From an optimization exercise on the open Yosys and OpenROAD flow, aimed at small area; shortcuts taken in it are not production practice.
Where RTL was checked, it was by simulation tests only, not by an equivalence proof against the original.
The RTL of run 1 was laid out without a check of its function.

## design/flow/config.mk

```make
export PLATFORM = sky130hd
export DESIGN_NAME = MatchingGame
export DESIGN_NICKNAME = MatchingGame
export VERILOG_FILES = /design/flow/design.v
export SDC_FILE = /design/flow/constraint.sdc
export NUM_CORES = 4
export LEC_CHECK = 0
export CAP_MARGIN = 20
export CORE_MARGIN = 2
export CORE_UTILIZATION = 70
export CTS_BUF_LIST = sky130_fd_sc_hd__clkbuf_8
export CTS_CLUSTER_DIAMETER = 100
export CTS_CLUSTER_SIZE = 12
export SLEW_MARGIN = 20
```

## design/flow/constraint.sdc

```tcl
create_clock -name core_clock -period 50.0 [get_ports {clk}]
set_input_delay 10.0000 -clock core_clock [delete_from_list [all_inputs] [get_ports {clk}]]
set_output_delay 10.0000 -clock core_clock [all_outputs]
set_load 0.01 [all_outputs]
```

## design/flow/design.v

```verilog
`timescale 1ns / 1ps
module RNG(
    input clk,
    input seedReset,
    input reset,
    input randSig,
    input tmode,
    input [18:0] timerNext,
    output reg [31:0] seed,
    output [18:0] timer,
    output [2:0] color       
    );
function [1:0] add3;
	input [1:0] a;
	input [1:0] b;
	reg [2:0] t;
	begin
		t = a + b;
		add3 = (t >= 3'd6) ? t - 3'd6 : (t >= 3'd3) ? t - 3'd3 : t[1:0];
	end
endfunction
reg [1:0] sig;
always @ (posedge clk)
	if (seedReset) begin
		seed <= 32'd1;
		sig <= 2'd1;
	end
	else begin
		seed <= seed + 32'd1;
		sig <= (sig == 2'd2) ? 2'd0 : sig + 2'd1;
	end
reg [31:0] r;
reg [1:0] rho;               
reg isSeeded;
function [32:0] add32;
	input [31:0] a;
	input [31:0] b;
	reg c;
	integer j;
	begin
		c = 1'b0;
		for (j = 0; j < 32; j = j + 1) begin
			add32[j] = a[j] ^ b[j] ^ c;
			c = (a[j] & b[j]) | (c & (a[j] ^ b[j]));
		end
		add32[32] = c;
	end
endfunction
function [32:0] times7;
	input [31:0] x;
	reg c;
	reg a;
	reg b;
	integer j;
	begin
		c = 1'b1;
		for (j = 0; j < 32; j = j + 1) begin
			a = (j >= 3) ? x[j-3] : 1'b0;
			b = ~x[j];
			times7[j] = a ^ b ^ c;
			c = (a & b) | (c & (a ^ b));
		end
		times7[32] = c;
	end
endfunction
wire [32:0] m3r  = add32({r[30:0], 1'b0}, r);
wire [32:0] m49  = add32({m3r[27:0], 4'b0000}, r);
wire [32:0] m343 = times7(m49[31:0]);
reg [31:0] s;
reg cc;
integer j2;
always @ (*) begin
	cc = m343[31];
	for (j2 = 0; j2 < 31; j2 = j2 + 1) begin
		s[j2] = m343[j2] ^ cc;
		cc = m343[j2] & cc;
	end
	s[31] = cc;
end
wire allOnes = (s[30:0] == 31'h7FFFFFFF);
wire [30:0] red = allOnes ? 31'd0 : s[30:0];
wire [31:0] nxt = {1'b0, red[30:1], red[0] | s[31]};
wire [1:0] hx = add3(m3r[31:30], m3r[29:28]);    
wire [1:0] neg49 = add3(add3(hx, {1'b0, r[31]}), {1'b0, m3r[32]} + {1'b0, m49[32]});
wire [1:0] rho49 = add3(rho, (neg49 == 2'd0) ? 2'd0 : 2'd3 - neg49);
wire [1:0] hh = add3({1'b0, m49[31]}, m49[30:29]);        
wire k = allOnes | s[31];
wire [1:0] neg343 = add3(add3(hh, {1'b0, m343[32]}), {1'b0, m343[31]} + {1'b0, k});
wire [1:0] rhoNxt = add3(add3(rho49, 2'd1), (neg343 == 2'd0) ? 2'd0 : 2'd3 - neg343);
always @ (posedge clk)
	if (randSig) begin
		r <= tmode ? {m49[31:19], timerNext} : m49[31:0];
		rho <= rho49;
	end
	else if (!isSeeded) begin
		r <= tmode ? {seed[31:19], timerNext} : seed;
		rho <= sig;
	end
	else begin
		r <= tmode ? {nxt[31:19], timerNext} : nxt;
		rho <= rhoNxt;
	end
assign timer = r[18:0];
always @ (posedge clk)
	if (reset)
		isSeeded <= 1'b0;
	else if (!randSig)
		isSeeded <= 1'b1;
assign color = r[0] ? ((rho == 2'd1) ? 3'd2 : (rho == 2'd0) ? 3'd4 : 3'd6)
                    : ((rho == 2'd0) ? 3'd1 : (rho == 2'd2) ? 3'd3 : 3'd5);
endmodule
`timescale 1ns / 1ps
module MapGen(
    input clk,
	input reset,
	input [2:0] color,
	input [15:0] clr,
	output reg randSig,
	output reg finishedGen,
    output reg [47:0] logicMap
    );
reg [2:0] colorVal;
reg [1:0] c1, c2, c3, c6;
reg [2:0] c4, c5;
reg nz;
always @ (*)
	case (colorVal)
		3'd1: nz = |c1;
		3'd2: nz = |c2;
		3'd3: nz = |c3;
		3'd4: nz = |c4;
		3'd5: nz = |c5;
		3'd6: nz = |c6;
		default: nz = 1'b0;
	endcase
wire allzero = ~|{c1, c2, c3, c4, c5, c6};
wire place = randSig & nz;
always @ (posedge clk) begin
	if (reset) begin
		randSig <= 1'b0;
		finishedGen <= 1'b0;
		colorVal <= 3'd0;
		c1 <= 2'd2; c2 <= 2'd2; c3 <= 2'd2; c6 <= 2'd2;
		c4 <= 3'd4; c5 <= 3'd4;
	end
	else begin
		randSig <= !randSig;
		if (randSig) begin
			colorVal <= color;
			if (nz) begin
				case (colorVal)
					3'd1: c1 <= c1 - 2'd1;
					3'd2: c2 <= c2 - 2'd1;
					3'd3: c3 <= c3 - 2'd1;
					3'd4: c4 <= c4 - 3'd1;
					3'd5: c5 <= c5 - 3'd1;
					3'd6: c6 <= c6 - 2'd1;
					default: ;
				endcase
			end
			else if (allzero)
				finishedGen <= 1'b1;
		end
	end
end
genvar k;
generate
	for (k = 0; k < 16; k = k + 1) begin : card
		wire keep = ~(place | clr[k]);
		always @ (posedge clk)
			logicMap[3*k +: 3] <= ({3{place}} & ((k == 15) ? colorVal : logicMap[3*k+3 +: 3]))
			                    | ({3{keep}} & logicMap[3*k +: 3]);
	end
endgenerate
endmodule
`timescale 1ns / 1ps
module FSM(
    input clk,
	input reset,
	input [7:0] tick,
    input btnU,
    input btnD,
    input btnL,
    input btnR,
    input btnS,
	input finishedGen,
	input [2:0] rd,             
	input [18:0] timer,         
	output tmode,               
	output [18:0] timerNext,
	output reg mapReset,
	output clrEn,               
	output reg [2:0] state,
    output reg [3:0] cursor,
	output reg [3:0] sel0,
	output reg [3:0] sel1,
	output reg s1,
	output reg [3:0] pairs      
    );
localparam [18:0] REVEAL_T = 19'h5337d;
localparam [18:0] FINISH_T = 19'h1f7e3;
reg clk_en;
reg [2:0] step_L, step_R, step_U, step_D, step_S;
always @ (posedge clk)
	clk_en <= ~reset & (tick == 8'd2);
always @ (posedge clk) begin
	if (reset) begin
		step_L <= 3'b000;
		step_R <= 3'b000;
		step_U <= 3'b000;
		step_D <= 3'b000;
		step_S <= 3'b000;
	end
	else if (clk_en) begin
		step_L <= {btnL, step_L[2:1]};
		step_R <= {btnR, step_R[2:1]};
		step_U <= {btnU, step_U[2:1]};
		step_D <= {btnD, step_D[2:1]};
		step_S <= {btnS, step_S[2:1]};
	end
end
wire bs = (tick == 8'd5);
wire buttonL = ~step_L[0] & step_L[1] & bs;
wire buttonR = ~step_R[0] & step_R[1] & bs;
wire buttonU = ~step_U[0] & step_U[1] & bs;
wire buttonD = ~step_D[0] & step_D[1] & bs;
wire buttonS = ~step_S[0] & step_S[1] & bs;
assign tmode = ~reset & (state != 3'd0);
wire [18:0] timer_n = {timer[17:0], ~(timer[18] ^ timer[17])};
wire t3 = (timer == REVEAL_T);
wire t5 = (timer == FINISH_T);
reg [2:0] col1;
reg mt;
assign timerNext = (((state == 3'd3) & ~t3) | ((state == 3'd5) & ~t5)) ? timer_n : 19'd0;
wire invalid = (rd == 3'd0) | ((cursor == sel0) & s1);
always @ (posedge clk) begin
	if (reset) begin
		state <= 3'd0;
		pairs <= 4'd0;
		s1 <= 1'b0;
		cursor <= 4'd0;
		mapReset <= 1'b0;
	end
	else begin
		mapReset <= (state == 3'd5) & ~t5;
		case (state)
			3'd0: if (finishedGen) begin
				pairs <= 4'd0;
				state <= 3'd1;
			end
			3'd1: begin
				if (buttonU)
					cursor <= cursor - 4'd4;
				else if (buttonD)
					cursor <= cursor + 4'd4;
				else if (buttonL)
					cursor <= {cursor[3:2], cursor[1:0] - 2'd1};
				else if (buttonR)
					cursor <= {cursor[3:2], cursor[1:0] + 2'd1};
				if (buttonS)
					state <= 3'd2;
			end
			3'd2: begin
				if (!invalid)
					s1 <= ~s1;
				state <= (!invalid && s1) ? 3'd3 : 3'd1;
			end
			3'd3: if (t3) state <= 3'd4;
			3'd4: begin
				if (mt)
					pairs <= pairs + 4'd1;
				state <= (mt && pairs == 4'd7) ? 3'd5 : 3'd1;
			end
			3'd5: if (t5) state <= 3'd0;
			default: ;
		endcase
	end
end
always @ (posedge clk)
	if (!reset && state == 3'd2 && !invalid) begin
		if (!s1) begin
			sel0 <= cursor;
			col1 <= rd;
		end
		else begin
			sel1 <= cursor;
			mt <= (rd == col1);
		end
	end
reg clr2;
always @ (posedge clk)
	clr2 <= ~reset & (state == 3'd4) & mt;
assign clrEn = ((state == 3'd4) & mt) | clr2;
endmodule
`timescale 1ns / 1ps
module vga(
	input wire clk,
	input wire reset,
	input wire [1:0] phase,
	input wire [3:0] cursor,
	input wire [3:0] sel0,
	input wire [3:0] sel1,
	input wire cnt1,
	input wire cnt2,
	input wire gate,           
	input wire [2:0] rd,
	output wire [3:0] idx,
    output reg [7:0] rgb,
    output wire hsync,
    output wire vsync
    );
	wire en   = (phase == 2'd2);
	wire samp = (phase == 2'd3);
	reg [3:0] qx, qy;
	reg [5:0] rx, ry;
	always @ (posedge clk) begin
		if (reset) begin
			qx <= 4'd0;
			rx <= 6'd40;
			qy <= 4'd2;
			ry <= 6'd0;
		end
		else if (en) begin
			if (qx == 4'd14) begin
				qx <= 4'd0;
				rx <= 6'd40;
				if (qy == 4'd10 && ry == 6'd45) begin
					qy <= 4'd2;
					ry <= 6'd0;
				end
				else if (ry == 6'd59) begin
					ry <= 6'd0;
					qy <= qy + 4'd1;
				end
				else
					ry <= ry + 6'd1;
			end
			else if (rx == 6'd59) begin
				rx <= 6'd0;
				qx <= qx + 4'd1;
			end
			else
				rx <= rx + 6'd1;
		end
	end
	assign hsync = ~((qx == 4'd11 && rx >= 6'd36) || qx == 4'd12 || (qx == 4'd13 && rx < 6'd12));
	assign vsync = ~(qy == 4'd10 && (ry == 6'd10 || ry == 6'd11));
	assign idx = {qy[1:0], qx[1:0]};
	reg [2:0] vid;
	always @ (posedge clk)
		if (samp)
			vid <= gate ? 3'd0 : rd;
	wire inb   = (qx[3:2] == 2'b01) && (qy[3:2] == 2'b01);
	wire edgeb = (qx == 4'd4 && rx < 6'd2) || (qx == 4'd7 && rx >= 6'd58) ||
	             (qy == 4'd4 && ry == 6'd0) || (qy == 4'd7 && ry == 6'd59);
	wire curs  = (qx[1:0] == cursor[1:0]) && (qy[1:0] == cursor[3:2]) &&
	             rx >= 6'd20 && rx < 6'd40 && ry >= 6'd20 && ry < 6'd40;
	wire card1 = (qx[1:0] == sel0[1:0]) && (qy[1:0] == sel0[3:2]);
	wire card2 = (qx[1:0] == sel1[1:0]) && (qy[1:0] == sel1[3:2]);
	wire showc = (cnt1 & card1) | (cnt2 & (card1 | card2));
	reg [3:0] code;
	always @ (posedge clk)
		if (reset)
			code <= 4'd0;
		else if (en) begin
			if (!inb)
				code <= 4'd0;
			else if (edgeb || curs)
				code <= 4'b1001;
			else if (showc)
				code <= {1'b0, vid};
			else if (vid == 3'd0)
				code <= 4'd0;
			else
				code <= 4'b1000;
		end
	always @ (*)
		if (code[3])
			rgb = code[0] ? 8'b11111111 : 8'b10100100;
		else
			case (code[2:0])
				3'b000: rgb = 8'b00000000;
				3'b001: rgb = 8'b11110000;
				3'b010: rgb = 8'b00111111;
				3'b011: rgb = 8'b11000111;
				3'b100: rgb = 8'b00111000;
				3'b101: rgb = 8'b00000111;
				3'b110: rgb = 8'b11000000;
				default: rgb = 8'b00011111;
			endcase
endmodule
`timescale 1ns / 1ps
module SevenSeg(
    input clk,
	input reset,
	input [17:0] tick,
	input [3:0] pairs,
    output reg [7:0] C,   
    output reg [3:0] AN   
    );
wire upd = (tick[15:0] == 16'd2);
wire [1:0] d = tick[17:16] - 2'd1;
wire goal = (pairs == 4'd8);
reg started, gl;
reg [1:0] dl;
reg [2:0] vcode, ccode;
always @ (posedge clk) begin
	if (reset) begin
		started <= 1'b0;
		vcode <= 3'd0;
	end
	else if (upd) begin
		started <= 1'b1;
		if (!goal && !d[1])
			vcode <= d[0] ? ((pairs >= 4'd5) ? 3'd5 : 3'd0)
			              : ((pairs >= 4'd5) ? pairs[2:0] - 3'd5 : pairs[2:0]);
	end
end
always @ (posedge clk)
	if (!reset && upd) begin
		gl <= goal;
		dl <= d;
		if (!goal && !d[1])
			ccode <= vcode;
	end
wire [1:0] an_d = gl ? dl + 2'd1 : dl;
always @ (*) begin
	if (!started) begin
		AN = 4'b1111;
		C = 8'b11111111;
	end
	else begin
		case (an_d)
			2'd0: AN = 4'b0111;
			2'd1: AN = 4'b1011;
			2'd2: AN = 4'b1101;
			default: AN = 4'b1110;
		endcase
		if (gl)
			case (dl)
				2'd0: C = 8'b11000000;
				2'd1: C = 8'b10001000;
				2'd2: C = 8'b11000111;
				default: C = 8'b11000010;
			endcase
		else if (dl[1])
			C = 8'b11111111;
		else
			case (ccode)
				3'd0: C = 8'b11000000;
				3'd1: C = 8'b10100100;
				3'd2: C = 8'b10011001;
				3'd3: C = 8'b10000010;
				3'd4: C = 8'b10000000;
				default: C = 8'b11111001;
			endcase
	end
end
endmodule
`timescale 1ns / 1ps
module MatchingGame(
    input clk,
    input rst,
    input btnU,
    input btnD,
    input btnL,
    input btnR,
    input btnS,
	output [7:0] rgb,
	output hsync,
	output vsync,
	output [7:0] C,   
    output [3:0] AN   
    );
reg [1:0] arst_ff;
wire reset = arst_ff[0];
always @ (posedge clk)
	if (rst)
		arst_ff <= 2'b11;
	else
		arst_ff <= {1'b0, arst_ff[1]};
wire mapReset;
wire resetSum = mapReset | rst;
wire [31:0] seed;
wire [2:0] color;
wire randSig;
wire finishedGen;
wire [47:0] map;
wire [15:0] clr;
wire [2:0] state;
wire [3:0] cursor, sel0, sel1;
wire s1;
wire [3:0] pairs;
wire [3:0] vgaIdx;
reg [3:0] idx;
always @ (*)
	case (seed[1:0])
		2'd0: idx = sel0;
		2'd1: idx = sel1;
		2'd2: idx = cursor;
		default: idx = vgaIdx;
	endcase
wire [15:0] dec = 16'd1 << idx;
wire clrEn;
assign clr = clrEn ? dec : 16'd0;
reg [2:0] rd;
integer k;
always @ (*) begin
	rd = 3'd0;
	for (k = 0; k < 16; k = k + 1)
		rd = rd | ({3{dec[k]}} & map[3*k +: 3]);
end
reg gate_d;
always @ (posedge clk)
	gate_d <= (state == 3'd0);
wire tmode;
wire [18:0] timer, timerNext;
RNG rng(.clk(clk), .seedReset(rst), .reset(resetSum), .randSig(randSig), .tmode(tmode), .timerNext(timerNext),
	.seed(seed), .timer(timer), .color(color));
MapGen mapgen(.clk(clk), .reset(resetSum), .color(color), .clr(clr), .randSig(randSig),
	.finishedGen(finishedGen), .logicMap(map));
FSM fsm(.clk(clk), .reset(reset), .tick(seed[7:0]), .btnU(btnU), .btnD(btnD), .btnL(btnL), .btnR(btnR), .btnS(btnS),
	.finishedGen(finishedGen), .rd(rd), .timer(timer), .tmode(tmode), .timerNext(timerNext), .mapReset(mapReset), .clrEn(clrEn), .state(state), .cursor(cursor),
	.sel0(sel0), .sel1(sel1), .s1(s1), .pairs(pairs));
vga VGA(.clk(clk), .reset(reset), .phase(seed[1:0]), .cursor(cursor), .sel0(sel0), .sel1(sel1),
	.cnt1(s1), .cnt2(state == 3'd3 || state == 3'd4), .gate(gate_d), .rd(rd), .idx(vgaIdx),
	.rgb(rgb), .hsync(hsync), .vsync(vsync));
SevenSeg sevenseg(.clk(clk), .reset(reset), .tick(seed[17:0]), .pairs(pairs), .C(C), .AN(AN));
endmodule
```

## design/flow/run.sh

```bash
#!/bin/bash
# synth_recipe.tcl (not shown) runs the flow's synth.tcl, then flattens the netlist and writes it again
# the make line also repeats each setting of config.mk as NAME=value (left out here)
make -C /OpenROAD-flow-scripts/flow DESIGN_CONFIG=/design/flow/config.mk WORK_HOME=/design/flow/orfs CLKGATE_MAP_FILE= SYNTH_SCRIPT=/design/flow/synth_recipe.tcl finish
```

==> flow_summary.toml, run 1 <==
[hold_path]
worstHoldPathType = "register to register"

[job]
cap_violations = 0

[critical_path]
arrival_ns = 23.53
cpPeakStageDelay_ns = 0.62
setup.worst_path.start = "rng.r[0]"
crit_type = "register to register"
crit_required_ns = 50.42
timing.reg2reg.setup_slack_ns = 26.89
ff2ff_path_depth = 81
path_depth = 81
cp-endpoint = "rng.rho[1]"
slowest_stage = "edfxtp_1"
r2r_start = "rng.r[0]"
end_kind = "register"
cp_num_buf_inv = 5
reg2reg_to = "rng.rho[1]"
worstSetupStartpointType = "register"
cpMostUsedCell = "ha_1"
critPathMaxFanout = 10
cpLargestDelayFamily = "adder cells"

[sta]
hold_slack_ns = 0.4349
finalSetupViolCount = 0
finalHoldViolCount = 0
slew_violations = 0
slew-limit-headroom = 0.3316
tightest_slew_ns = 1.000
fin_crit_sh = 0.4623
rsz0062_at_grt = "false"
max_freq_mhz = 43.26
finClkSkew_ns = 0.02309
period_needed_ns = 23.11
totalNegativeSetupSlack_ns = 0

[die]
die_x_microns = 147.7
ios = 29
rows = 52
die_area_sq_um = 21810
core_area_sq_um = 20230
die_y_microns = 147.7
start_util = 0.7143

[clocking]
cts_buffers = 22
cts-resized-gates = 0
cts_setup_buffers = 0
clkLatencyLatePin_ns = 0.55
cts-hold-fix-buffers = 0
cts_max_level = 1
clockRootBuffer = "clkbuf_8"
cts_sinks = 218
cts_tree = "done"
cts_buffer_depth = 3
cts.clk_slew.worst_paths_ns = 0.09

[synthesis]
muxShareOfSynthArea = 0.02545
synth_area_leaders = "dfxtp_1 27%, fa_1 14%, ha_1 9.0%, edfxtp_1 5.2%, inv_1 4.4%"
avgSynthCellArea_sq_um = 9.044
synth.largest_area_cell = "dfxtp_1"
async_reset_ff_frac = 0
synth_top_family_by_area = "adder cells"
synth-compound-area-share = 0.1554
netlist_area_sq_um = 14450
yosys-top-cells-count = "193 x dfxtp_1, 168 x inv_1, 158 x nor2_1"
synth_top_area_frac = 0.2673
synth_ff_type = "dfxtp_1"
synth_edf_count = 25
synth.most_common_cell = "dfxtp_1"
synth_warnings = 6
synth_cells = 1598
synth_fa_ha_area_frac = 0.2258
synth_cell_type_count = 75
synthSimpleGateAreaFrac = 0.1598
synth-xor-area-share = 0.04787
syn_nets = 1807
synth-seq-area-share = 0.3193
synth-seq-cells = 218

[grt]
grt_max_degree = 68
grt-ovfl-total = 0
grt_pass1_wl_microns = 53140
antenna_found_initial = 0
grtUsageTotal = 0.2942
first_global_vias = 10820

[routing]
drt_iter0_markers = 741
antenna_left = 0
wl_per_cell_microns = 16.84
routed_wl_microns = 31300
via_per_inst = 6.022
dr.pass1.iters = 5
drcViolationCount = 0
vias = 11200

[layout]
drive_above_1_share = 0.03524
final_core_util = 0.7489
syn_to_final_growth_pct = 4.856
finalInstanceArea_sq_um = 15150
multi_input_area_sq_um = 8895
final-seq-area_sq_um = 4619
fill_cells = 1529
nets = 1788
antennaDiodeCount = 0
layoutNonFillerInstCount = 1859

[placement]
dp_hpwl_microns = 23390
portBuffers = 27
dpl_cell_area_sq_um = 14790
gp_congestion = 0.9611
dp_cells = 1825

[run_status]
outcome = "finished clean"
==> cells in the final DEF, fill, tap and decap left out, drive strengths merged, types with 14 or more instances in the layout <==
master	count
xnor2	32
edfxtp	25
nor2b	37
ha	104
inv	180
mux2i	33
a31oi	14
a21oi	103
nor3	31
a22o	50
o22ai	24
dfxtp	193
a311oi	14
clkdlybuf4s50	27
xor2	47
fa	98
nand4	29
nand2	119
nand3	36
o21ai	60
clkbuf	22
nor2	160
==> worst min path at each step <==
stage / from / cells after the start / end
finish: arst_ff[1] / 1 / arst_ff[0]
global route: sevenseg.vcode[0] / 0 / sevenseg.ccode[0]
CTS: arst_ff[1] / 1 / arst_ff[0]
detailed placement: arst_ff[1] / 1 / arst_ff[0]
global placement: arst_ff[1] / 1 / arst_ff[0]
floorplan: arst_ff[1] / 1 / arst_ff[0]
==> logic make-up (layout without fill, tap and decap cells) <==
kind of cell | after synthesis | after routing
AOI/OAI and AO/OA | 336 | 336
xor gates and xnor gates | 79 | 79
adders and majority gates | 202 | 202
buffers and inverters | 244 | 235
DFF | 218 | 218
muxes | 35 | 35
other | 1 | 1
and+or+nand+nor | 483 | 483
==> cell type report <==
cell class	instances	area share
clock buffer	22	0.01998
clock inverter	12	0.003798
inverter	169	0.04186
multi-input combinational	1136	0.5869
sequential	218	0.3048
tap	270	0.02229
timing repair buffer	32	0.02031
==> through the flow <==
stage,setup WS (ns)
after floorplan,28.34
after global placement,27.46
after detailed placement,27.01
after CTS,26.96
after global routing,25.79
final,26.89
==> per-layer routing <==
metal | global-route usage | up-vias | wire (microns)
met1 | 0.4269 | 5327 | 14240
li1 | - | 5446 | -
met3 | 0.04599 | 49 | 2174
met5 | 0 | - | 0
met2 | 0.4679 | 373 | 14280
met4 | 0.06875 | 0 | 598
==> registers in the layout, indices dropped and copies added (netlist names), 4 cells and up <==
| name | cells |
|---|---|
| VGA.ry | 6 |
| VGA.qx | 4 |
| VGA.rx | 6 |
| VGA.code | 4 |
| fsm.pairs | 4 |
| fsm.sel1 | 4 |
| rng.r | 32 |
| VGA.qy | 4 |
| fsm.sel0 | 4 |
| fsm.cursor | 4 |
| rng.seed | 32 |
| mapgen.logicMap | 48 |
==> worst reg2reg max path, delay by kind of cell, from the launching register on <==
kind / cells / cell delay (ns)
adders and majority gates: 65 / 20.45
AOI/OAI and AO/OA: 6 / 0.86
and+or+nand+nor: 5 / 0.65
DFF: 1 / 0.62
buffers and inverters: 5 / 0.45
==> run 2: changes to the inputs <==
--- a/design/flow/design.v
+++ b/design/flow/design.v
@@ -33,2 +33,3 @@
 reg [1:0] rho;               
+reg pend;
 reg isSeeded;
@@ -37,2 +38,3 @@
 	input [31:0] b;
+	input ci;
 	reg c;
@@ -40,3 +42,3 @@
 	begin
-		c = 1'b0;
+		c = ci;
 		for (j = 0; j < 32; j = j + 1) begin
@@ -50,2 +52,3 @@
 	input [31:0] x;
+	input p;
 	reg c;
@@ -57,3 +60,3 @@
 		for (j = 0; j < 32; j = j + 1) begin
-			a = (j >= 3) ? x[j-3] : 1'b0;
+			a = (j >= 3) ? x[j-3] : p;
 			b = ~x[j];
@@ -65,19 +68,9 @@
 endfunction
-wire [32:0] m3r  = add32({r[30:0], 1'b0}, r);
-wire [32:0] m49  = add32({m3r[27:0], 4'b0000}, r);
-wire [32:0] m343 = times7(m49[31:0]);
-reg [31:0] s;
-reg cc;
-integer j2;
-always @ (*) begin
-	cc = m343[31];
-	for (j2 = 0; j2 < 31; j2 = j2 + 1) begin
-		s[j2] = m343[j2] ^ cc;
-		cc = m343[j2] & cc;
-	end
-	s[31] = cc;
-end
-wire allOnes = (s[30:0] == 31'h7FFFFFFF);
-wire [30:0] red = allOnes ? 31'd0 : s[30:0];
-wire [31:0] nxt = {1'b0, red[30:1], red[0] | s[31]};
+wire [32:0] m3r  = add32({r[30:0], pend}, r, pend);
+wire [32:0] m49  = add32({m3r[27:0], {4{pend}}}, r, pend);
+wire [32:0] m343 = times7(m49[31:0], pend);
+wire bOnes = &m343[30:1];
+wire k = bOnes & (m343[0] | m343[31]);
+wire [31:0] nxt = k ? 32'd0 : {1'b0, m343[30:0]};
+wire nxtPend = k ? (m343[31] & m343[0]) : m343[31];
 wire [1:0] hx = add3(m3r[31:30], m3r[29:28]);    
@@ -86,3 +79,2 @@
 wire [1:0] hh = add3({1'b0, m49[31]}, m49[30:29]);        
-wire k = allOnes | s[31];
 wire [1:0] neg343 = add3(add3(hh, {1'b0, m343[32]}), {1'b0, m343[31]} + {1'b0, k});
@@ -97,2 +89,3 @@
 		rho <= sig;
+		pend <= 1'b0;
 	end
@@ -101,2 +94,3 @@
 		rho <= rhoNxt;
+		pend <= nxtPend;
 	end
@@ -108,3 +102,4 @@
 		isSeeded <= 1'b1;
-assign color = r[0] ? ((rho == 2'd1) ? 3'd2 : (rho == 2'd0) ? 3'd4 : 3'd6)
+wire par = r[0] ^ pend;
+assign color = par ? ((rho == 2'd1) ? 3'd2 : (rho == 2'd0) ? 3'd4 : 3'd6)
                     : ((rho == 2'd0) ? 3'd1 : (rho == 2'd2) ? 3'd3 : 3'd5);
--- a/design/flow/config.mk
+++ b/design/flow/config.mk
@@ -7,2 +7,3 @@
 export LEC_CHECK = 0
+export ABC_AREA = 1
 export CAP_MARGIN = 20
==> run 2 against run 1 <==
Net effect: still clean on timing, DRC and antenna; cell area is 1.2% lower; area after synthesis is 1.7% lower; worst hold slack worse by 0.013 ns; clock skew is 0.00071 ns higher; critical path depth is 1 lower; worst setup slack better by 0.91 ns; largest cell class unchanged; highest routed layer unchanged.
==> flow_summary.toml, run 2 <==
[routing]
dr.pass1.iters = 5
via_per_inst = 5.731
drcViolationCount = 0
wl_per_cell_microns = 15.44
antenna_left = 0
drt_iter0_markers = 784
vias = 11700
routed_wl_microns = 31530

[layout]
antennaDiodeCount = 0
fill_cells = 1621
final-seq-area_sq_um = 4604
drive_above_1_share = 0.04289
syn_to_final_growth_pct = 5.463
largest_reg_flops = 48
final_common_cell = "inv_1"
final_cell_mix = "346 x inv_1, 252 x nand2_1, 197 x dfxtp_1"
nets = 1947
final_core_util = 0.7474
largest_register = "mapgen.logicMap"
reg_top3 = "mapgen.logicMap x48, rng.r x32, rng.seed x32"
multi_input_area_sq_um = 8040

[sta]
period_needed_ns = 22.20
rsz0062_at_grt = "false"
max_freq_mhz = 45.04
totalNegativeSetupSlack_ns = 0
tightest_slew_ns = 1.091
slew_violations = 0
finClkSkew_ns = 0.02380
finalHoldViolCount = 0
hold_slack_ns = 0.4215
finalSetupViolCount = 0
slew-limit-headroom = 0.2730
setup_ws_ns = 27.80
fin_crit_sh = 0.4441

[clocking]
cts_sinks = 219
cts_tree = "done"
cts_buffers = 22
cts_setup_buffers = 0
clockRootBuffer = "clkbuf_8"
cts_buffer_depth = 3
cts.clk_slew.worst_paths_ns = 0.09
cts_max_level = 1
cts-hold-fix-buffers = 0
cts-resized-gates = 0
clkLatencyLatePin_ns = 0.55

[synthesis]
avgSynthCellArea_sq_um = 8.055
synth_cell_type_count = 59
async_reset_ff_frac = 0
synth_top_area_frac = 0.2777
synth.most_common_cell = "inv_1"
synth.largest_area_cell = "dfxtp_1"
yosys-top-cells-count = "339 x inv_1, 252 x nand2_1, 197 x dfxtp_1"
synth_cells = 1763
synth-seq-cells = 219
synth_area_leaders = "dfxtp_1 28%, fa_1 15%, inv_1 9.0%, nand2_1 6.7%, ha_1 6.4%"
synth-seq-area-share = 0.3242
synth_edf_count = 22
synth_ff_type = "dfxtp_1"
netlist_area_sq_um = 14200
syn_nets = 1946
synth_warnings = 6

[placement]
place_ws_ns = 27.71
gp_congestion = 0.8824
dp_hpwl_microns = 23660
portBuffers = 27

[grt]
grt_util_met1 = 0.3881
first_global_vias = 11740
grt_max_degree = 67
grt_pass1_wl_microns = 54130
grt-busiest-layer = "met2"
grt_use_met2 = 0.5257
grtUsageTotal = 0.3012
grt-ovfl-total = 0
antenna_found_initial = 0
grt_use_met3 = 0.03750

[critical_path]
cpPeakStageDelay_ns = 0.57
crit_type = "register to register"
end_kind = "register"
slowest_stage = "fa_1"
cpMostUsedCell = "fa_1"
crit_required_ns = 50.43
cp_num_buf_inv = 13
critPathMaxFanout = 6
arrival_ns = 22.64
worstSetupStartpointType = "register"
cpLargestDelayFamily = "adder cells"

[run_status]
outcome = "finished clean"

[die]
die_area_sq_um = 21440
ios = 29
die_y_microns = 146.4
rows = 52
start_util = 0.7087
core_area_sq_um = 20040
die_x_microns = 146.4

[job]
cap_violations = 0

[hold_path]
worstHoldPathType = "register to register"
## run 2: per-layer routing
metal	vias to the layer above	part of all wire
li1	5761	-
met1	5572	0.43
met2	295	0.49
met3	75	0.048
met4	0	0.033
met5	-	0
## run 2: metrics by stage
step | std cells | cell area, sq um
2_1_floorplan | 1763 | 14200
3_3_place_gp | 2010 | 14600
3_5_place_dp | 2010 | 14600
4_1_cts | 2042 | 14970
5_1_grt | 2042 | 14980
6_report | 2042 | 14980
## run 2: worst paths after layout
| check | start | endpoint | slack (ns) | cells after the start |
|---|---|---|---|---|
| worst max-delay path | rng.r[0] | rng.rho[0] | 27.80 | 80 |
| worst max register to register | rng.r[0] | rng.rho[0] | 27.80 | 80 |
| worst min-delay path | arst_ff[1] | arst_ff[0] | 0.42 | 1 |
| worst min register to register | arst_ff[1] | arst_ff[0] | 0.42 | 1 |
## run 2: final cells by class
class	instances	area share
clock buffer	24	0.02206
clock inverter	8	0.002339
tap	270	0.02256
inverter	344	0.08622
multi-input combinational	1141	0.5368
timing repair buffer	36	0.02256
sequential	219	0.3074
## run 2: cells by family after synthesis
| logic type | after synthesis | synth area share |
|---|---|---|
| simple gates | 596 | 0.1924 |
| mux | 2 | 0.001410 |
| fa+ha+maj | 176 | 0.2095 |
| buf+inv | 403 | 0.1110 |
| flops | 219 | 0.3242 |
| compound gates | 330 | 0.1389 |
| xor+xnor | 36 | 0.02220 |
| other cells | 1 | 0.0002641 |
==> run 3: changes to the inputs <==
--- a/design/flow/config.mk
+++ b/design/flow/config.mk
@@ -7,3 +7,2 @@
 export LEC_CHECK = 0
-export ABC_AREA = 1
 export CAP_MARGIN = 20
==> run 3 against run 2 <==
Net effect: wire length shrank 5.1%; final cell count is 13% lower; non-clock buffer count stayed put; area after synthesis is 1.6% lower; maximum frequency decreased by 0.88%; still clean on timing, DRC and antenna.
==> flow_summary.toml, run 3 <==
[layout]
antennaDiodeCount = 0
final-seq-area_sq_um = 4606
fill_cells = 1538
drive_above_1_share = 0.03894
reg_top3 = "mapgen.logicMap x48, rng.r x32, rng.seed x32"
largest_register = "mapgen.logicMap"
syn_to_final_growth_pct = 5.221
nets = 1689
largest_reg_flops = 48
final_common_cell = "dfxtp_1"
multi_input_area_sq_um = 8402
final_cell_mix = "196 x dfxtp_1, 183 x inv_1, 162 x nor2_1"

[hold_path]
worstHoldPathType = "register to register"
hp-start = "arst_ff[1]"

[sta]
setup_ws_ns = 27.60
fin_crit_sh = 0.4480
slew-limit-headroom = 0.2844
slew_violations = 0
finalSetupViolCount = 0
finalHoldViolCount = 0
tightest_slew_ns = 1.073
rsz0062_at_grt = "false"
period_needed_ns = 22.40
max_freq_mhz = 44.64
finClkSkew_ns = 0.01880
totalNegativeSetupSlack_ns = 0

[synthesis]
synth_cell_type_count = 77
synth_edf_count = 22
synth.largest_area_cell = "dfxtp_1"
synth_top_area_frac = 0.2823
synth_area_leaders = "dfxtp_1 28%, fa_1 15%, ha_1 6.5%, edfxtp_1 4.7%, inv_1 4.7%"
synth-seq-cells = 219
avgSynthCellArea_sq_um = 9.180
synth.most_common_cell = "dfxtp_1"
synth-seq-area-share = 0.3295
netlist_area_sq_um = 13970
synth_ff_type = "dfxtp_1"
async_reset_ff_frac = 0
synth_warnings = 6
yosys-top-cells-count = "197 x dfxtp_1, 174 x inv_1, 164 x nor2_1"
syn_nets = 1705
synth_cells = 1522

[critical_path]
critPathMaxFanout = 7
cpPeakStageDelay_ns = 0.65
crit_type = "register to register"
setup.worst_path.start = "rng.r[0]"
end_kind = "register"
slowest_stage = "fa_1"
arrival_ns = 22.82
worstSetupStartpointType = "register"
crit_required_ns = 50.42
cpMostUsedCell = "fa_1"
r2r_start = "rng.r[0]"

[routing]
antenna_left = 0
routed_wl_microns = 29930
dr.pass1.iters = 7
wl_per_cell_microns = 16.82
drcViolationCount = 0
vias = 10870
via_per_inst = 6.105
drt_iter0_markers = 790

[die]
rows = 51
die_area_sq_um = 21110
die_x_microns = 145.3
start_util = 0.7156
die_y_microns = 145.3
ios = 29
core_area_sq_um = 19530

[clocking]
cts_buffers = 22
clockRootBuffer = "clkbuf_8"
cts.clk_slew.worst_paths_ns = 0.08
clkLatencyLatePin_ns = 0.54
cts_sinks = 219
cts_setup_buffers = 0
cts_max_level = 1
cts-resized-gates = 0
cts_buffer_depth = 3
cts-hold-fix-buffers = 0
cts_tree = "done"

[placement]
portBuffers = 27
place_ws_ns = 27.57
dp_hpwl_microns = 22100
gp_congestion = 0.8865

[run_status]
outcome = "finished clean"

[grt]
antenna_found_initial = 0
grt_pass1_wl_microns = 50740
first_global_vias = 10260
grt_max_degree = 71
grt-ovfl-total = 0
grtUsageTotal = 0.2857

[job]
cap_violations = 0
-- run 3: changes by cell type after synthesis, moves of 22 or more --
cell / previous run / this run
mux2i_1: 2 / 32
nand3_1: 71 / 42
o221ai_1: 28 / 0
a21oi_1: 88 / 59
inv_1: 339 / 174
nor2_1: 124 / 164
o21ai_0: 106 / 49
nand2_1: 252 / 88
clkbuf_1: 35 / 59
nand4_1: 61 / 26
xnor2_1: 13 / 39
a222oi_1: 0 / 23
a22o_1: 2 / 51
o22ai_1: 52 / 30
-- run 3: final cells by class --
cell class,count,area share
inverter,176,0.04511
clock buffer,23,0.02153
sequential,219,0.3133
tap,265,0.02255
multi-input combinational,1051,0.5715
timing repair buffer,36,0.02298
clock inverter,10,0.003064
-- run 3: metrics by stage --
step	cell area, sq um	util	instances	hold slack, ns
global placement	14340	0.7342	1747	0.3928
floorplan	13970	-	1522	0.3895
global route	14700	0.7529	1780	0.4305
finish	14700	0.7529	1780	0.4125
detailed placement	14340	0.7342	1747	0.3965
CTS	14700	0.7527	1780	0.4156
-- run 3: worst max-delay path, delay by kind of cell, from the launching register on --
| kind | cells | cell delay [ns] |
|---|---|---|
| AOI/OAI and AO/OA | 9 | 1.47 |
| muxes | 2 | 0.55 |
| DFF | 1 | 0.36 |
| buffers and inverters | 13 | 1.14 |
| adders and majority gates | 46 | 18.22 |
| and+or+nand+nor | 6 | 0.54 |
-- run 3: worst paths after layout --
check | end | slack [ns] | cells past startpoint
setup / recovery | rng.rho[0] | 27.60 | 76
hold / removal | arst_ff[0] | 0.41 | 1
setup reg to reg | rng.rho[0] | 27.60 | 76
hold reg to reg | arst_ff[0] | 0.41 | 1
-- run 3: layer usage --
layer | up-vias | routed length [microns] | global-route usage
met2 | 401 | 13370 | 0.4462
met3 | 52 | 2076 | 0.03396
li1 | 5201 | - | -
met5 | - | 0 | 0
met1 | 5213 | 13840 | 0.4249
met4 | 0 | 635 | 0.07598
-- run 3: cells by family (layout without fill, tap and decap cells) --
family | count (synthesis) | count (layout) | share of synthesized area
and+or+nand+nor | 449 | 449 | 0.1536
AOI/OAI and AO/OA | 308 | 308 | 0.1555
buffers and inverters | 252 | 245 | 0.07039
DFF | 219 | 219 | 0.3295
adders and majority gates | 176 | 176 | 0.2129
xor gates and xnor gates | 78 | 78 | 0.04889
muxes | 39 | 39 | 0.02883
other | 1 | 1 | 0.0002684
==> run 4: changes to the inputs <==
==> design/flow/flow/run.sh (new file) <==
#!/bin/bash
# Standard layout, with the port buffers made from the smallest buffer cell.
set -euo pipefail
export BUFFER_PORTS_ARGS="-buffer_cell sky130_fd_sc_hd__buf_1"
bash standard.sh > standard.log 2>&1
==> design/flow/standard.sh (new file) <==
#!/bin/bash
# synth_recipe.tcl (not shown) runs the flow's synth.tcl, then flattens the netlist and writes it again
# the make line also repeats each setting of config.mk as NAME=value (left out here)
make -C /OpenROAD-flow-scripts/flow DESIGN_CONFIG=/design/flow/config.mk WORK_HOME=/design/flow/orfs CLKGATE_MAP_FILE= SYNTH_SCRIPT=/design/flow/synth_recipe.tcl "${@:-finish}"
--- a/design/flow/config.mk
+++ b/design/flow/config.mk
@@ -7,2 +7,3 @@
 export LEC_CHECK = 0
+export ABC_AREA = 1
 export CAP_MARGIN = 20
removed: design/flow/run.sh
==> run 4 against run 3 <==
Net effect: critical endpoint unchanged; flip-flop and latch count stayed put; register-to-register slack better by 0.28 ns; critical path depth is 4 higher; first-iteration DRC count is 9.1% lower.
==> flow_summary.toml, run 4 <==
[die]
die_y_microns = 146.4
die_x_microns = 146.4
die_area_sq_um = 21440
core_area_sq_um = 20040
ios = 29
start_util = 0.7087
rows = 52

[routing]
drcViolationCount = 0
dr.pass1.iters = 5
drt_iter0_markers = 718
via_per_inst = 5.666
antenna_left = 0
routed_wl_microns = 31010
wl_per_cell_microns = 15.18
vias = 11580

[clocking]
cts.clk_slew.worst_paths_ns = 0.09
cts-resized-gates = 0
cts-hold-fix-buffers = 0
cts_buffer_depth = 3
cts_tree = "done"
cts_sinks = 219
cts_setup_buffers = 0
cts_buffers = 22
clkLatencyLatePin_ns = 0.55
clockRootBuffer = "clkbuf_8"
cts_max_level = 1

[layout]
reg_top3 = "mapgen.logicMap x48, rng.r x32, rng.seed x32"
largest_reg_flops = 48
final-seq-area_sq_um = 4604
fill_cells = 1599
final_common_cell = "inv_1"
syn_to_final_growth_pct = 4.185
antennaDiodeCount = 0
nets = 1948
drive_above_1_share = 0.04287
largest_register = "mapgen.logicMap"
final_cell_mix = "347 x inv_1, 252 x nand2_1, 197 x dfxtp_1"
multi_input_area_sq_um = 8033

[synthesis]
synth_top_area_frac = 0.2777
synth_cell_type_count = 59
yosys-top-cells-count = "339 x inv_1, 252 x nand2_1, 197 x dfxtp_1"
synth_warnings = 6
synth_ff_type = "dfxtp_1"
synth.largest_area_cell = "dfxtp_1"
synth_cells = 1763
synth.most_common_cell = "inv_1"
syn_nets = 1946
async_reset_ff_frac = 0
synth_area_leaders = "dfxtp_1 28%, fa_1 15%, inv_1 9.0%, nand2_1 6.7%, ha_1 6.4%"
synth_edf_count = 22
synth-seq-area-share = 0.3242
synth-seq-cells = 219
avgSynthCellArea_sq_um = 8.055
netlist_area_sq_um = 14200

[critical_path]
crit_required_ns = 50.45
critPathMaxFanout = 6
cpPeakStageDelay_ns = 0.58
cpMostUsedCell = "fa_1"
slowest_stage = "fa_1"
worstSetupStartpointType = "register"
crit_type = "register to register"
arrival_ns = 22.57
end_kind = "register"

[sta]
slew-limit-headroom = 0.2740
tightest_slew_ns = 1.089
max_freq_mhz = 45.21
hold_slack_ns = 0.4251
finalHoldViolCount = 0
totalNegativeSetupSlack_ns = 0
finalSetupViolCount = 0
fin_crit_sh = 0.4424
period_needed_ns = 22.12
slew_violations = 0
rsz0062_at_grt = "false"
finClkSkew_ns = 0.02950

[grt]
grt_pass1_wl_microns = 53150
grtUsageTotal = 0.2952
first_global_vias = 11590
grt_max_degree = 67
grt-ovfl-total = 0
antenna_found_initial = 0

[run_status]
outcome = "finished clean"

[placement]
dp_hpwl_microns = 23230
portBuffers = 27
gp_congestion = 0.8583

[hold_path]
worstHoldPathType = "register to register"

[job]
cap_violations = 0
## run 4: cell count changes after synthesis, moves of 30 or more
| cell | before | now |
|---|---|---|
| inv_1 | 174 | 339 |
| nand2_1 | 88 | 252 |
| o21ai_0 | 49 | 106 |
| a22o_1 | 51 | 2 |
| nor2_1 | 164 | 124 |
| nand4_1 | 26 | 61 |
| mux2i_1 | 32 | 2 |
## run 4: worst max-delay path, delay by kind of cell, from the launching register on
| kind | cells | cell delay (ns) |
|---|---|---|
| AOI/OAI and AO/OA | 10 | 1.79 |
| buffers and inverters | 13 | 1.18 |
| adders and majority gates | 47 | 17.57 |
| and+or+nand+nor | 7 | 0.66 |
| xor gates and xnor gates | 3 | 0.44 |
| DFF | 1 | 0.38 |
## run 4: kinds of logic (layout without fill, tap and decap cells)
kind of cell / count (synthesis) / in the layout / synth area share
other cells: 1 / 1 / 0.0002641
flops: 219 / 219 / 0.3242
buf+inv: 403 / 413 / 0.1110
mux: 2 / 2 / 0.001410
xor+xnor: 36 / 36 / 0.02220
compound gates: 330 / 330 / 0.1389
fa+ha+maj: 176 / 176 / 0.2095
simple gates: 596 / 596 / 0.1924
## run 4: path summary, 6_finish.rpt
path | endpoint | startpoint | slack, ns | cells after the start
setup / recovery | rng.rho[0] | rng.r[0] | 27.88 | 80
hold / removal | sevenseg.ccode[0] | sevenseg.vcode[0] | 0.43 | 0
setup reg to reg | rng.rho[0] | rng.r[0] | 27.88 | 80
hold reg to reg | sevenseg.ccode[0] | sevenseg.vcode[0] | 0.43 | 0
## run 4: per-layer routing
| layer | vias to the layer above | global-route usage | wire (microns) |
|---|---|---|---|
| li1 | 5763 | - | - |
| met5 | - | 0 | 0 |
| met4 | 0 | 0.08786 | 675 |
| met1 | 5468 | 0.3802 | 13600 |
| met3 | 49 | 0.03563 | 1400 |
| met2 | 295 | 0.5250 | 15330 |
## run 4: metrics by stage
step,setup WS (ns),instance area (sq um),util,std cells
after floorplan,29.05,14200,-,1763
after global placement,28.58,14440,0.7207,2011
after detailed placement,27.82,14440,0.7207,2011
after CTS,27.81,14800,0.7383,2043
after global routing,26.59,14800,0.7383,2043
final,27.88,14800,0.7383,2043
## run 4: cell type report
type / count / share of cell area
Multi-Input combinational cell: 1141 / 0.5429
Sequential cell: 219 / 0.3112
Inverter: 344 / 0.08727
Tap cell: 270 / 0.02283
Clock buffer: 22 / 0.02047
Timing Repair Buffer: 37 / 0.01192
Clock inverter: 10 / 0.003383
==> run 5: changes to the inputs <==
==> design/flow/flow/run.sh (replaced) <==
#!/bin/bash
# The standard layout, with two changes to how it is made:
#  - the port buffers are the smallest buffer cell;
#  - after floorplanning, every logic cell that synthesis gave a stronger drive
#    than it needs is put back to the smallest cell of its kind (the design has
#    lots of slack); placement's own repair then resizes whatever still needs it.
set -euo pipefail
export BUFFER_PORTS_ARGS="-buffer_cell sky130_fd_sc_hd__buf_1"
bash standard.sh floorplan > standard_floorplan.log 2>&1
openroad -no_init -exit flow/downsize.tcl > downsize.log 2>&1
bash standard.sh > standard.log 2>&1
==> design/flow/flow/downsize.tcl (new file) <==
# Swap each logic cell for the smallest cell of the same kind (same function and
# pins, drive strength _0/_1/_2), in the floorplan database, before placement.
set odb_file orfs/results/sky130hd/MatchingGame/base/2_floorplan.odb
read_db $odb_file
set db [ord::get_db]
set block [ord::get_db_block]
set n 0
set saved 0
foreach inst [$block getInsts] {
  set m [$inst getMaster]
  set name [$m getName]
  if {![regexp {^(sky130_fd_sc_hd__[a-z0-9]+)_([0-9]+)$} $name -> base drive]} { continue }
  if {[regexp {clk|dly|tap|fill|decap|conb|df|dl|sdf|probe|lpflow|diode} $base]} { continue }
  set bestM $m
  set bestA [expr {[$m getWidth] * [$m getHeight]}]
  set a0 $bestA
  foreach d {0 1 2} {
    set c [$db findMaster ${base}_$d]
    if {$c eq "NULL" || $c eq ""} { continue }
    set a [expr {[$c getWidth] * [$c getHeight]}]
    if {$a < $bestA} {
      set bestM $c
      set bestA $a
    }
  }
  if {$bestM ne $m} {
    $inst swapMaster $bestM
    incr n
    set saved [expr {$saved + $a0 - $bestA}]
  }
}
puts "downsized $n instances, [expr {$saved / 1e6}] um2"
write_db $odb_file
==> run 5 against run 4 <==
Net effect: worst hold slack better by 0.013 ns; synthesized cell count unchanged; utilization down 0.67 points; clock skew up 0.0071 ns; register-to-register slack worse by 0.02 ns; still clean; count of clock-buffer cells in the layout unchanged; die area unchanged; via count up 0.32%; largest cell class unchanged; worst setup slack worse by 0.020 ns.
==> flow_summary.toml, run 5 <==
[routing]
dr.pass1.iters = 5
antenna_left = 0
wl_per_cell_microns = 15.38
drt_iter0_markers = 699
vias = 11610
routed_wl_microns = 31430
drcViolationCount = 0
via_per_inst = 5.681

[synthesis]
synth_top_area_frac = 0.2777
synth-seq-area-share = 0.3242
synth_area_leaders = "dfxtp_1 28%, fa_1 15%, inv_1 9.0%, nand2_1 6.7%, ha_1 6.4%"
synth_cell_type_count = 59
synth.most_common_cell = "inv_1"
async_reset_ff_frac = 0
synth-xor-area-share = 0.02220
synth_top_family_by_area = "adder cells"
avgSynthCellArea_sq_um = 8.055
synth-seq-cells = 219
synth_edf_count = 22
yosys-top-cells-count = "339 x inv_1, 252 x nand2_1, 197 x dfxtp_1"
synth_cells = 1763
synthSimpleGateAreaFrac = 0.1924
synth.largest_area_cell = "dfxtp_1"
synth-compound-area-share = 0.1389
muxShareOfSynthArea = 0.001410
netlist_area_sq_um = 14200
synth_fa_ha_area_frac = 0.2095
syn_nets = 1946
synth_ff_type = "dfxtp_1"
synth_warnings = 6

[layout]
finalInstanceArea_sq_um = 14660
largest_reg_flops = 48
drive_above_1_share = 0.02649
antennaDiodeCount = 0
final_common_cell = "inv_1"
final_cell_mix = "348 x inv_1, 255 x nand2_1, 197 x dfxtp_1"
nets = 1948
fill_cells = 1664
reg_top3 = "mapgen.logicMap x48, rng.r x32, rng.seed x32"
layoutNonFillerInstCount = 2044
largest_register = "mapgen.logicMap"
syn_to_final_growth_pct = 3.243

[sta]
finalHoldViolCount = 0
slew-limit-headroom = 0.2782
hold_slack_ns = 0.4377
period_needed_ns = 22.14
rsz0062_at_grt = "false"
finClkSkew_ns = 0.03658
fin_crit_sh = 0.4428
max_freq_mhz = 45.17
finalSetupViolCount = 0
totalNegativeSetupSlack_ns = 0
slew_violations = 0
tightest_slew_ns = 1.081

[critical_path]
cpPeakStageDelay_ns = 0.57
cpMostUsedCell = "fa_1"
critPathMaxFanout = 6
crit_type = "register to register"
end_kind = "register"
slowest_stage = "fa_1"
crit_required_ns = 50.44
cpLargestDelayFamily = "adder cells"
arrival_ns = 22.58
cp_num_buf_inv = 13
worstSetupStartpointType = "register"

[clocking]
cts_tree = "done"
cts.clk_slew.worst_paths_ns = 0.09
clockRootBuffer = "clkbuf_8"
cts_buffer_depth = 3
clkLatencyLatePin_ns = 0.56
cts_sinks = 219
cts_buffers = 22
cts_max_level = 1
cts-resized-gates = 0
cts_setup_buffers = 0
cts-hold-fix-buffers = 0

[placement]
dp_hpwl_microns = 23450
dpl_cell_area_sq_um = 14300
portBuffers = 27
dp_cells = 2011
gp_congestion = 0.8821

[grt]
grtUsageTotal = 0.3025
first_global_vias = 11630
antenna_found_initial = 0
grt-ovfl-total = 0
grt_pass1_wl_microns = 54160
grt_max_degree = 67

[job]
cap_violations = 0

[die]
rows = 52
core_area_sq_um = 20040
die_x_microns = 146.4
start_util = 0.7087
die_y_microns = 146.4
ios = 29
die_area_sq_um = 21440

[run_status]
outcome = "finished clean"

[hold_path]
worstHoldPathType = "register to register"
## run 5: per-stage QoR
step / utilization / worst slack (ns)
after floorplan: - / 29.05
after global placement: 0.7137 / 28.58
after detailed placement: 0.7137 / 27.74
after CTS: 0.7315 / 27.73
after global routing: 0.7316 / 26.45
final: 0.7316 / 27.86
## run 5: kinds of logic after synthesis
kind of cell,count (synthesis)
AND/OR/NAND/NOR,596
buffers and inverters,403
AO/OA/AOI/OAI,330
flip-flops,219
adder cells (fa/ha/maj),176
XOR/XNOR,36
multiplexers,2
other,1
## run 5: worst register-to-register path: cells and delay by family, from the launching register on
family / cells / cell delay [ns]
AO/OA/AOI/OAI: 10 / 1.80
XOR/XNOR: 3 / 0.43
adder cells (fa/ha/maj): 47 / 17.60
buffers and inverters: 13 / 1.18
flip-flops: 1 / 0.38
AND/OR/NAND/NOR: 7 / 0.63
## run 5: layout make-up
type | count | area, sq um | share of cell area
multi-input cells | 1141 | 7895 | 0.5385
well taps | 270 | 337.8 | 0.02304
flip-flops and latches | 219 | 4604 | 0.3140
repair buffers | 37 | 176.4 | 0.01203
inverters | 344 | 1291 | 0.08807
clock buffers | 22 | 302.8 | 0.02065
clock inverters | 11 | 53.80 | 0.003670
## run 5: path summary, 6_finish.rpt
kind,from,to,slack (ns),cells after the start
min,sevenseg.vcode[0],sevenseg.ccode[0],0.44,0
min reg2reg,sevenseg.vcode[0],sevenseg.ccode[0],0.44,0
max,rng.r[0],rng.rho[0],27.86,80
max reg2reg,rng.r[0],rng.rho[0],27.86,80
## run 5: layer usage
metal,global-route usage,up-vias,part of all wire
met2,0.5403,337,0.50
li1,-,5776,-
met1,0.3890,5435,0.43
met5,0,-,0
met3,0.03813,64,0.053
met4,0.08447,0,0.026
==> run 6: changes to the inputs <==
--- a/design/flow/config.mk
+++ b/design/flow/config.mk
@@ -7,3 +7,2 @@
 export LEC_CHECK = 0
-export ABC_AREA = 1
 export CAP_MARGIN = 20
==> run 6 against run 5 <==
Net effect: global-route usage shrank 1.2 points; worst setup slack got worse by 0.23 ns; still clean on timing, DRC and antenna; die area down 1.6%; synthesized cell count fell by 14%; register-to-register slack got worse by 0.23 ns; sequential share of layout area increased by 0.34 points.
==> flow_summary.toml, run 6 <==
[layout]
largest_reg_flops = 48
largest_register = "mapgen.logicMap"
reg_top3 = "mapgen.logicMap x48, rng.r x32, rng.seed x32"
syn_to_final_growth_pct = 3.842
fill_cells = 1531
drive_above_1_share = 0.03430
finalInstanceArea_sq_um = 14510
final_cell_mix = "196 x dfxtp_1, 183 x inv_1, 163 x nor2_1"
final_common_cell = "dfxtp_1"
nets = 1691
antennaDiodeCount = 0

[clocking]
cts-hold-fix-buffers = 0
clockRootBuffer = "clkbuf_8"
cts_sinks = 219
clkLatencyLatePin_ns = 0.54
cts.clk_slew.worst_paths_ns = 0.09
cts_buffer_depth = 3
cts_setup_buffers = 0
cts_max_level = 1
cts-resized-gates = 0
cts_tree = "done"
cts_buffers = 22

[synthesis]
synth_edf_count = 22
synth_cells = 1522
synth_top_area_frac = 0.2823
synth-seq-cells = 219
yosys-top-cells-count = "197 x dfxtp_1, 174 x inv_1, 164 x nor2_1"
synth_cell_type_count = 77
syn_nets = 1705
netlist_area_sq_um = 13970
synth-seq-area-share = 0.3295
synth.most_common_cell = "dfxtp_1"
synth_warnings = 6
synth_ff_type = "dfxtp_1"
synth.largest_area_cell = "dfxtp_1"
synth_area_leaders = "dfxtp_1 28%, fa_1 15%, ha_1 6.5%, edfxtp_1 4.7%, inv_1 4.7%"
avgSynthCellArea_sq_um = 9.180
async_reset_ff_frac = 0

[placement]
gp_congestion = 0.9034
portBuffers = 27
dp_hpwl_microns = 22160
dpl_cell_area_sq_um = 14150

[critical_path]
cpPeakStageDelay_ns = 0.65
crit_required_ns = 50.41
ff2ff_path_depth = 75
worstSetupStartpointType = "register"
end_kind = "register"
crit_type = "register to register"
timing.reg2reg.setup_slack_ns = 27.63
arrival_ns = 22.79
cpMostUsedCell = "fa_1"
critPathMaxFanout = 7
reg2reg_to = "rng.rho[0]"
slowest_stage = "fa_1"
r2r_start = "rng.r[0]"

[sta]
finalSetupViolCount = 0
fin_crit_sh = 0.4475
hold_slack_ns = 0.4138
rsz0062_at_grt = "false"
finalHoldViolCount = 0
tightest_slew_ns = 1.089
max_freq_mhz = 44.70
slew_violations = 0
period_needed_ns = 22.37
slew-limit-headroom = 0.2743
totalNegativeSetupSlack_ns = 0
finClkSkew_ns = 0.02258

[routing]
drt_iter0_markers = 942
routed_wl_microns = 30050
wl_per_cell_microns = 16.87
vias = 10820
via_per_inst = 6.077
antenna_left = 0
dr.pass1.iters = 8
drcViolationCount = 0

[die]
ios = 29
die_x_microns = 145.3
die_y_microns = 145.3
core_area_sq_um = 19530
die_area_sq_um = 21110
rows = 51
start_util = 0.7156

[job]
cap_violations = 0

[grt]
first_global_vias = 10620
grt_max_degree = 71
grtUsageTotal = 0.2907
grt_pass1_wl_microns = 51690
grt-ovfl-total = 0
antenna_found_initial = 0

[hold_path]
hp-start = "arst_ff[1]"
worstHoldPathType = "register to register"
min_to = "arst_ff[0]"
min_path_cells = 1

[run_status]
outcome = "finished clean"
## run 6: cell count changes after synthesis, moves of 30 or more
cell	change
nand4_1	-35
mux2i_1	+30
o21ai_0	-57
nand2_1	-164
nor2_1	+40
a22o_1	+49
inv_1	-165
## run 6: kinds of logic (layout without fill, tap and decap cells)
logic type | Yosys count | in the layout | synth area share
buffers and inverters | 252 | 246 | 0.07039
xor gates and xnor gates | 78 | 78 | 0.04889
muxes | 39 | 39 | 0.02883
adders and majority gates | 176 | 176 | 0.2129
other | 1 | 1 | 0.0002684
AOI/OAI and AO/OA | 308 | 308 | 0.1555
and+or+nand+nor | 449 | 449 | 0.1536
DFF | 219 | 219 | 0.3295
## run 6: worst max-delay path, delay by kind of cell (launching register included)
| kind | cells | cell delay [ns] |
|---|---|---|
| buf+inv | 12 | 1.14 |
| compound gates | 9 | 1.43 |
| mux | 2 | 0.54 |
| fa+ha+maj | 45 | 18.03 |
| flops | 1 | 0.37 |
| simple gates | 7 | 0.77 |
## run 6: metal layers
| layer | vias to the layer above | share of wire | track usage |
|---|---|---|---|
| li1 | 5205 | - | - |
| met1 | 5216 | 0.46 | 0.4250 |
| met2 | 352 | 0.46 | 0.4621 |
| met3 | 50 | 0.058 | 0.03994 |
| met4 | 0 | 0.020 | 0.07010 |
| met5 | - | 0 | 0 |
## run 6: worst max path at each step
stage | cells after the start | start | to
after floorplan | 76 | rng.r[0] | rng.rho[0]
after global placement | 76 | rng.r[0] | rng.rho[0]
after detailed placement | 76 | rng.r[0] | rng.rho[0]
after CTS | 76 | rng.r[0] | rng.rho[0]
after global routing | 75 | rng.r[0] | rng.rho[0]
final | 75 | rng.r[0] | rng.rho[0]
## run 6: area by class of cell
type / instances / area [sq um] / share of cell area
clock buffer: 23 / 316.6 / 0.02182
clock inverter: 9 / 41.29 / 0.002846
inverter: 176 / 660.6 / 0.04553
multi-input combinational: 1051 / 8369 / 0.5768
sequential: 219 / 4606 / 0.3174
tap: 265 / 331.6 / 0.02285
timing repair buffer: 38 / 183.9 / 0.01268
## run 6: per-stage QoR
stage	setup slack [ns]	instances	utilization
3_3_place_gp	28.24	1749	0.7247
3_5_place_dp	27.60	1749	0.7247
2_1_floorplan	28.76	1522	-
4_1_cts	27.53	1781	0.7430
5_1_grt	26.36	1781	0.7430
6_report	27.63	1781	0.7430
==> run 7: changes to the inputs <==
--- a/design/flow/config.mk
+++ b/design/flow/config.mk
@@ -7,3 +7,3 @@
 export LEC_CHECK = 0
-export CAP_MARGIN = 20
+export CAP_MARGIN = 0
 export CORE_MARGIN = 2
@@ -13,2 +13,2 @@
 export CTS_CLUSTER_SIZE = 12
-export SLEW_MARGIN = 20
+export SLEW_MARGIN = 0
==> run 7 against run 6 <==
Net effect: via count fell by 0.17%; cell area did not move; still clean on timing, DRC and antenna; critical endpoint unchanged; maximum frequency barely moved; die area did not move; synthesized cell count did not move; critical path depth rose by 1; flip-flop and latch count did not move; worst hold slack barely moved; area after synthesis did not move; sequential share of layout area did not move; worst setup slack improved by 0.021 ns.
==> flow_summary.toml, run 7 <==
[run_status]
outcome = "finished clean"

[sta]
tightest_slew_ns = 1.183
slew-limit-headroom = 0.2040
slew_violations = 0
finalSetupViolCount = 0
rsz0062_at_grt = "false"
finalHoldViolCount = 0
finClkSkew_ns = 0.01687
fin_crit_sh = 0.4471
max_freq_mhz = 44.74
period_needed_ns = 22.35
totalNegativeSetupSlack_ns = 0

[layout]
final-seq-area_sq_um = 4606
syn_to_final_growth_pct = 3.842
reg_top3 = "mapgen.logicMap x48, rng.r x32, rng.seed x32"
final_cell_mix = "196 x dfxtp_1, 183 x inv_1, 163 x nor2_1"
largest_register = "mapgen.logicMap"
antennaDiodeCount = 0
drive_above_1_share = 0.03430
largest_reg_flops = 48
fill_cells = 1525
multi_input_area_sq_um = 8369
nets = 1691
final_common_cell = "dfxtp_1"
finalInstanceArea_sq_um = 14510

[routing]
routed_wl_microns = 30120
antenna_left = 0
wl_per_cell_microns = 16.91
vias = 10810
drcViolationCount = 0
drt_iter0_markers = 900
dr.pass1.iters = 7
via_per_inst = 6.067

[synthesis]
synth_fa_ha_area_frac = 0.2129
synth_top_area_frac = 0.2823
synth_top_family_by_area = "adder cells"
yosys-top-cells-count = "197 x dfxtp_1, 174 x inv_1, 164 x nor2_1"
async_reset_ff_frac = 0
synth-seq-cells = 219
synth-xor-area-share = 0.04889
synth_cell_type_count = 77
synth.most_common_cell = "dfxtp_1"
synth.largest_area_cell = "dfxtp_1"
synth_ff_type = "dfxtp_1"
synth-compound-area-share = 0.1555
synth_edf_count = 22
synth_area_leaders = "dfxtp_1 28%, fa_1 15%, ha_1 6.5%, edfxtp_1 4.7%, inv_1 4.7%"
synthSimpleGateAreaFrac = 0.1536
netlist_area_sq_um = 13970
muxShareOfSynthArea = 0.02883
syn_nets = 1705
synth-seq-area-share = 0.3295

[die]
start_util = 0.7156
core_area_sq_um = 19530
die_y_microns = 145.3
die_x_microns = 145.3
ios = 29
die_area_sq_um = 21110
rows = 51

[clocking]
cts-resized-gates = 0
cts.clk_slew.worst_paths_ns = 0.10
clkLatencyLatePin_ns = 0.54
cts_tree = "done"
clockRootBuffer = "clkbuf_8"
cts_setup_buffers = 0
cts_sinks = 219
cts_buffer_depth = 3
cts_buffers = 22
cts-hold-fix-buffers = 0
cts_max_level = 1

[critical_path]
critPathMaxFanout = 7
cpLargestDelayFamily = "adder cells"
crit_required_ns = 50.41
setup.worst_path.start = "rng.r[0]"
r2r_start = "rng.r[0]"
slowest_stage = "fa_1"
arrival_ns = 22.77
crit_type = "register to register"
cp_num_buf_inv = 13
worstSetupStartpointType = "register"
cpMostUsedCell = "fa_1"
cpPeakStageDelay_ns = 0.65

[grt]
grt_max_degree = 71
grt-ovfl-total = 0
grt_pass1_wl_microns = 51350
grtUsageTotal = 0.2890
antenna_found_initial = 0

[job]
cap_violations = 0

[placement]
gp_congestion = 0.9034
dp_hpwl_microns = 22150
dpl_cell_area_sq_um = 14150

[hold_path]
hp-start = "arst_ff[1]"
worstHoldPathType = "register to register"
## run 7: cell families after synthesis
family / after synthesis
compound gates: 308
xor+xnor: 78
fa+ha+maj: 176
buf+inv: 252
flops: 219
mux: 39
other cells: 1
simple gates: 449
## run 7: layout make-up
| type | instances | share of cell area |
|---|---|---|
| sequential | 219 | 0.3174 |
| clock inverter | 9 | 0.002846 |
| inverter | 176 | 0.04553 |
| multi-input combinational | 1051 | 0.5768 |
| tap | 265 | 0.02285 |
| timing repair buffer | 38 | 0.01268 |
| clock buffer | 23 | 0.02182 |
## run 7: path summary, 6_finish.rpt
kind	end	slack, ns	cells after the start
setup / recovery	rng.rho[0]	27.65	76
hold / removal	arst_ff[0]	0.41	1
setup reg to reg	rng.rho[0]	27.65	76
hold reg to reg	arst_ff[0]	0.41	1
## run 7: worst register-to-register path, delay by kind of cell, from the launching register on
kind	cells	cell delay (ns)
adder cells (fa/ha/maj)	46	18.18
AO/OA/AOI/OAI	9	1.42
buffers and inverters	13	1.19
multiplexers	2	0.54
AND/OR/NAND/NOR	6	0.53
flip-flops	1	0.37
## run 7: stage by stage
| step | instances | setup slack, ns | util | hold slack (ns) |
|---|---|---|---|---|
| final | 1781 | 27.65 | 0.7430 | 0.4135 |
| after global routing | 1781 | 26.42 | 0.7430 | 0.4387 |
| after CTS | 1781 | 27.53 | 0.7430 | 0.4143 |
| after detailed placement | 1749 | 27.57 | 0.7247 | 0.3949 |
| after global placement | 1749 | 28.24 | 0.7247 | 0.3905 |
| after floorplan | 1522 | 28.76 | - | 0.3895 |
## run 7: metal layers
metal	GRT usage	share of wire	up-vias
met1	0.4232	0.47	5208
met5	0	0	-
li1	-	-	5213
met3	0.03962	0.057	42
met2	0.4614	0.46	342
met4	0.06373	0.019	0

[separate check: timing with driven ports]
The flow's constraints put no driver on any port. The routed layouts listed below were extracted and timed again, unchanged, in two steps. Step 1 (the two cells are an assumption about what drives the block):
set clk [get_ports {clk}]
set_driving_cell -lib_cell sky130_fd_sc_hd__clkbuf_16 $clk
set_driving_cell -lib_cell sky130_fd_sc_hd__buf_2 [delete_from_list [all_inputs] $clk]
Step 2 also shifts input and output timing later by t, the mid clock arrival at the registers, as if the neighbouring blocks saw the same clock. a / b / c = ideal ports / drivers / drivers and shift; a / b = the first two.
run	t (ns)	slack for setup (ns)	worst hold slack (ns)	worst setup path after step 2	clock arrival spread, ns
run 1	0.582	26.886 / 26.886 / 26.886	0.435 / 0.435 / 0.435	register to register	0.030 / 0.030
run 2	0.584	27.796 / 27.796 / 27.796	0.421 / 0.421 / 0.421	register to register	0.024 / 0.024
run 3	0.578	27.598 / 27.598 / 27.598	0.412 / 0.412 / 0.412	register to register	0.022 / 0.022
run 4	0.583	27.880 / 27.880 / 27.880	0.425 / 0.425 / 0.425	register to register	0.036 / 0.035
run 5	0.591	27.860 / 27.860 / 27.860	0.438 / 0.438 / 0.438	register to register	0.043 / 0.044
run 6	0.573	27.626 / 27.626 / 27.626	0.414 / 0.414 / 0.414	register to register	0.023 / 0.023
run 7	0.571	27.647 / 27.647 / 27.647	0.414 / 0.414 / 0.414	register to register	0.017 / 0.017
After both steps every run listed still meets setup and hold.
